Background: an optimization exercise with open tools, aiming at small area. Do not read the settings as production practice. Function was checked by simulation only, so behaviour that the tests miss may differ from the original. Power and IR drop assume default switching activity.

==> flow/design.v <==
module regFile_row
#(parameter DATA_WIDTH = 32)
(
	input logic clk,
	input logic r,
	input logic rn,
	input logic [DATA_WIDTH - 1 : 0] wd,
	output logic [DATA_WIDTH - 1 : 0] q
);
always_ff @(posedge clk)
	q <= ~((q | {DATA_WIDTH{r}}) & (wd | {DATA_WIDTH{rn}}));
endmodule
module regFile_wdec
(
	input logic lo,
	input logic hi,
	input logic valid,
	output logic wr,
	output logic rn,
	output logic vnext
);
assign rn = ~(lo & hi);
assign wr = ~rn;
assign vnext = valid | ~rn;
endmodule
module regFile_and3
(
	input logic [2 : 0] a,
	output logic y
);
assign y = &a;
endmodule
module regFile_aoi3
(
	input logic [2 : 0] a,
	input logic [2 : 0] b,
	output logic y
);
assign y = ~|(a & b);
endmodule
module regFile_nand
#(parameter N = 4)
(
	input logic [N - 1 : 0] a,
	output logic y
);
assign y = ~&a;
endmodule
module regFile_or
#(parameter N = 3)
(
	input logic [N - 1 : 0] a,
	output logic y
);
assign y = |a;
endmodule
module regFile_xor
(
	input logic a,
	input logic b,
	output logic y
);
assign y = a ^ b;
endmodule
module regFile_rdmux
#(parameter N_IN = 33, parameter DATA_WIDTH = 32, localparam N_GRP = (N_IN + 2) / 3, localparam N_NAND = (N_GRP + 3) / 4)
(
	input logic [N_IN - 1 : 0] sel,
	input logic [N_IN * DATA_WIDTH - 1 : 0] data,
	input logic x,
	output logic [DATA_WIDTH - 1 : 0] d
);
logic [3 * N_GRP - 1 : 0] sel_p;
assign sel_p = {{(3 * N_GRP - N_IN){1'b0}}, sel};
for (genvar b = 0; b < DATA_WIDTH; b++)
begin: g_bit
	logic [N_GRP - 1 : 0] y;
	for (genvar g = 0; g < N_GRP; g++)
	begin: g_grp
		logic [2 : 0] dv;
		for (genvar t = 0; t < 3; t++)
			if (3 * g + t < N_IN)
				assign dv[t] = data[(3 * g + t) * DATA_WIDTH + b];
			else
				assign dv[t] = 1'b0;
		regFile_aoi3 u_aoi (.a(sel_p[3 * g +: 3]), .b(dv), .y(y[g]));
	end
	logic [N_NAND - 1 : 0] g;
	for (genvar n = 0; n < N_NAND; n++)
	begin: g_nand
		localparam int W = (N_GRP - 4 * n < 4) ? N_GRP - 4 * n : 4;
		regFile_nand #(.N(W)) u_nand (.a(y[4 * n +: W]), .y(g[n]));
	end
	logic o;
	regFile_or #(.N(N_NAND)) u_or (.a(g), .y(o));
	regFile_xor u_xor (.a(o), .b(x), .y(d[b]));
end
endmodule
module regFile
#(parameter N_REGS = 32, parameter DATA_WIDTH = 32, parameter N_READ_PORTS = 2, parameter N_WRITE_PORTS = 1,  localparam ADDR_WIDTH = $clog2(N_REGS))
(
	input logic clk,
	input logic rst,
	input logic en,
	input logic [N_WRITE_PORTS - 1 : 0] we,
	input logic [N_READ_PORTS - 1 : 0] re,
	input logic [N_READ_PORTS * ADDR_WIDTH - 1 : 0] rAddrs,
	input logic [N_WRITE_PORTS * ADDR_WIDTH - 1 : 0] wAddrs,
	input logic [N_WRITE_PORTS * DATA_WIDTH - 1 : 0] wPorts,
	output logic [N_READ_PORTS * DATA_WIDTH - 1 : 0] rPorts
);
logic p;
always_ff @(posedge clk or posedge rst)
	if (rst)
		p <= 1'b0;
	else
		p <= ~p;
localparam LO_BITS = ADDR_WIDTH / 2;
localparam HI_BITS = ADDR_WIDTH - LO_BITS;
logic [(1 << LO_BITS) - 1 : 0] wa_lo;
logic [(1 << HI_BITS) - 1 : 0] wa_hi;
always_comb
begin
	for (int i = 0; i < (1 << LO_BITS); i++)
		wa_lo[i] = en & we[0] & (wAddrs[0 +: LO_BITS] == i);
	for (int i = 0; i < (1 << HI_BITS); i++)
		wa_hi[i] = (wAddrs[LO_BITS +: HI_BITS] == i);
end
logic [N_REGS - 1 : 0] wr;
logic [N_REGS - 1 : 0] wrn;
logic [N_REGS - 1 : 0] valid;
logic [N_REGS - 1 : 0] valid_next;
for (genvar i = 0; i < N_REGS; i++)
begin: g_wdec
	regFile_wdec u_wdec
	(
		.lo(wa_lo[i % (1 << LO_BITS)]), .hi(wa_hi[i / (1 << LO_BITS)]), .valid(valid[i]),
		.wr(wr[i]), .rn(wrn[i]), .vnext(valid_next[i])
	);
end
always_ff @(posedge clk or posedge rst)
	if (rst)
		valid <= '0;
	else
		valid <= valid_next;
logic [DATA_WIDTH - 1 : 0] wd;
for (genvar j = 0; j < DATA_WIDTH; j++)
begin: g_wd
	regFile_xor u_xor (.a(wPorts[j]), .b(p), .y(wd[j]));
end
logic [N_REGS * DATA_WIDTH - 1 : 0] q;
for (genvar i = 0; i < N_REGS; i++)
begin: g_row
	regFile_row #(.DATA_WIDTH(DATA_WIDTH)) u_row
	(
		.clk(clk), .r(wr[i]), .rn(wrn[i]), .wd(wd),
		.q(q[i * DATA_WIDTH +: DATA_WIDTH])
	);
end
for (genvar k = 0; k < N_READ_PORTS; k++)
begin: g_rd
	logic ld;
	logic [N_REGS : 0] sel;
	logic x;
	logic [DATA_WIDTH - 1 : 0] d;
	logic [(1 << LO_BITS) - 1 : 0] ra_lo;
	logic [(1 << HI_BITS) - 1 : 0] ra_hi;
	assign ld = en & re[k];
	always_comb
	begin
		for (int i = 0; i < (1 << LO_BITS); i++)
			ra_lo[i] = ld & (rAddrs[k * ADDR_WIDTH +: LO_BITS] == i);
		for (int i = 0; i < (1 << HI_BITS); i++)
			ra_hi[i] = (rAddrs[k * ADDR_WIDTH + LO_BITS +: HI_BITS] == i);
	end
	assign sel[N_REGS] = ~ld;
	for (genvar i = 0; i < N_REGS; i++)
	begin: g_sel
		regFile_and3 u_and
		(
			.a({valid[i], ra_lo[i % (1 << LO_BITS)], ra_hi[i / (1 << LO_BITS)]}),
			.y(sel[i])
		);
	end
	assign x = p & (|sel[N_REGS - 1 : 0]);
	regFile_rdmux #(.N_IN(N_REGS + 1), .DATA_WIDTH(DATA_WIDTH)) u_mux
	(
		.sel(sel),
		.data({rPorts[k * DATA_WIDTH +: DATA_WIDTH], q}),
		.x(x),
		.d(d)
	);
	always_ff @(posedge clk or posedge rst)
		if (rst)
			rPorts[k * DATA_WIDTH +: DATA_WIDTH] <= '0;
		else
			rPorts[k * DATA_WIDTH +: DATA_WIDTH] <= d;
end
endmodule
module regfile_top
(
	input  logic clk,
	input  logic rst,
	input  logic en,
	input  logic we,
	input  logic [1 : 0] re,
	input  logic [4 : 0] raddr0,
	input  logic [4 : 0] raddr1,
	input  logic [4 : 0] waddr,
	input  logic [31 : 0] wdata,
	output logic [31 : 0] rdata0,
	output logic [31 : 0] rdata1
);
regFile #(.N_REGS(32), .DATA_WIDTH(32), .N_READ_PORTS(2), .N_WRITE_PORTS(1)) u_rf
(
	.clk(clk), .rst(rst), .en(en), .we(we), .re(re),
	.rAddrs({raddr1, raddr0}),
	.wAddrs(waddr),
	.wPorts(wdata),
	.rPorts({rdata1, rdata0})
);
endmodule
==> flow/config.mk <==
export PLATFORM = sky130hd
export DESIGN_NAME = regfile_top
export DESIGN_NICKNAME = regfile_top
export VERILOG_FILES = /design/flow/design.v
export SDC_FILE = /design/flow/constraint.sdc
export NUM_CORES = 4
export LEC_CHECK = 0
export ABC_AREA = 0
export CAP_MARGIN = 20
export CORE_MARGIN = 2
export CORE_UTILIZATION = 55
export CTS_CLUSTER_DIAMETER = 80
export CTS_CLUSTER_SIZE = 30
export PLACE_DENSITY = 0.65
export SLEW_MARGIN = 20
export SYNTH_HIERARCHICAL = 1
export SYNTH_MINIMUM_KEEP_SIZE = 0
==> flow/constraint.sdc <==
create_clock -name core_clock -period 5.0 [get_ports {clk}]
set_input_delay 1.0000 -clock core_clock [delete_from_list [all_inputs] [get_ports {clk}]]
set_output_delay 1.0000 -clock core_clock [all_outputs]
set_load 0.01 [all_outputs]
standard.sh (not shown) runs the stock make flow with config.mk's settings and CLKGATE_MAP_FILE= SYNTH_SCRIPT=/design/flow/synth_recipe.tcl, a recipe that flattens the netlist after the stock synthesis.
==> flow/flow/run.sh <==
#!/bin/bash
# Standard layout with two changes: the clock tree is built without dummy
# loads and with larger sink clusters, and port buffers use the smallest buffer.
set -euo pipefail
bash standard.sh \
	"CTS_ARGS=-sink_clustering_enable -repair_clock_nets -dont_use_dummy_load -sink_clustering_size 30 -sink_clustering_max_diameter 80" \
	"BUFFER_PORTS_ARGS=-buffer_cell sky130_fd_sc_hd__buf_1" \
	finish > standard_make.log 2>&1
The first run produced a clean layout.
Rerun with:
==> flow/run.sh (new file) <==
#!/bin/bash
# synth_recipe.tcl (not shown) runs the flow's synth.tcl, then flattens the netlist and writes it again
# the make line also repeats each setting of config.mk as NAME=value (left out here)
make -C /OpenROAD-flow-scripts/flow DESIGN_CONFIG=/design/flow/config.mk WORK_HOME=/design/flow/orfs CLKGATE_MAP_FILE= SYNTH_SCRIPT=/design/flow/synth_recipe.tcl finish
removed: flow/flow/run.sh
removed: flow/standard.sh
The new run passed the timing, DRC and antenna checks. Routed wire length goes down by 2.4%. Cell count goes up by 0.69%. Register-to-register slack hardly moves. Worst hold slack is about the same. Cell area went up by 2.8%. Setup slack gets worse by 0.15 ns. Area after synthesis is unchanged. Total power went up by 2.9%. Synthesized cell count does not change.

separate check: timing with driven ports:
How much do the figures lean on ideal ports? The routed layouts below were timed once more, with nothing changed but the port constraints.
Step 1: set_driving_cell puts a clkbuf_16 on clk and a buf_2 on each other input, an assumption about the parent block.
Step 2 also shifts input and output timing later by t, the mid clock arrival at the registers, as if the neighbouring blocks saw the same clock.
a / b / c = no drivers / after step 1 / after step 2; a / b = the first two.
run | t, ns | setup WS [ns] | worst setup path after step 2 | slew at the worst register clock pin (ns) | worst slew at a driven data input, ns
the first run | 0.718 | 1.323 / 1.372 / 0.654 | input to register | 0.12 / 0.12 | 0.04
the second run | 0.744 | 1.177 / 1.230 / 0.486 | input to register | 0.12 / 0.12 | 0.06
After both steps every run listed still meets setup and hold. The setup slack of the second run, which loses most, moves by +0.053 ns with the drivers and by -0.691 ns with both steps.
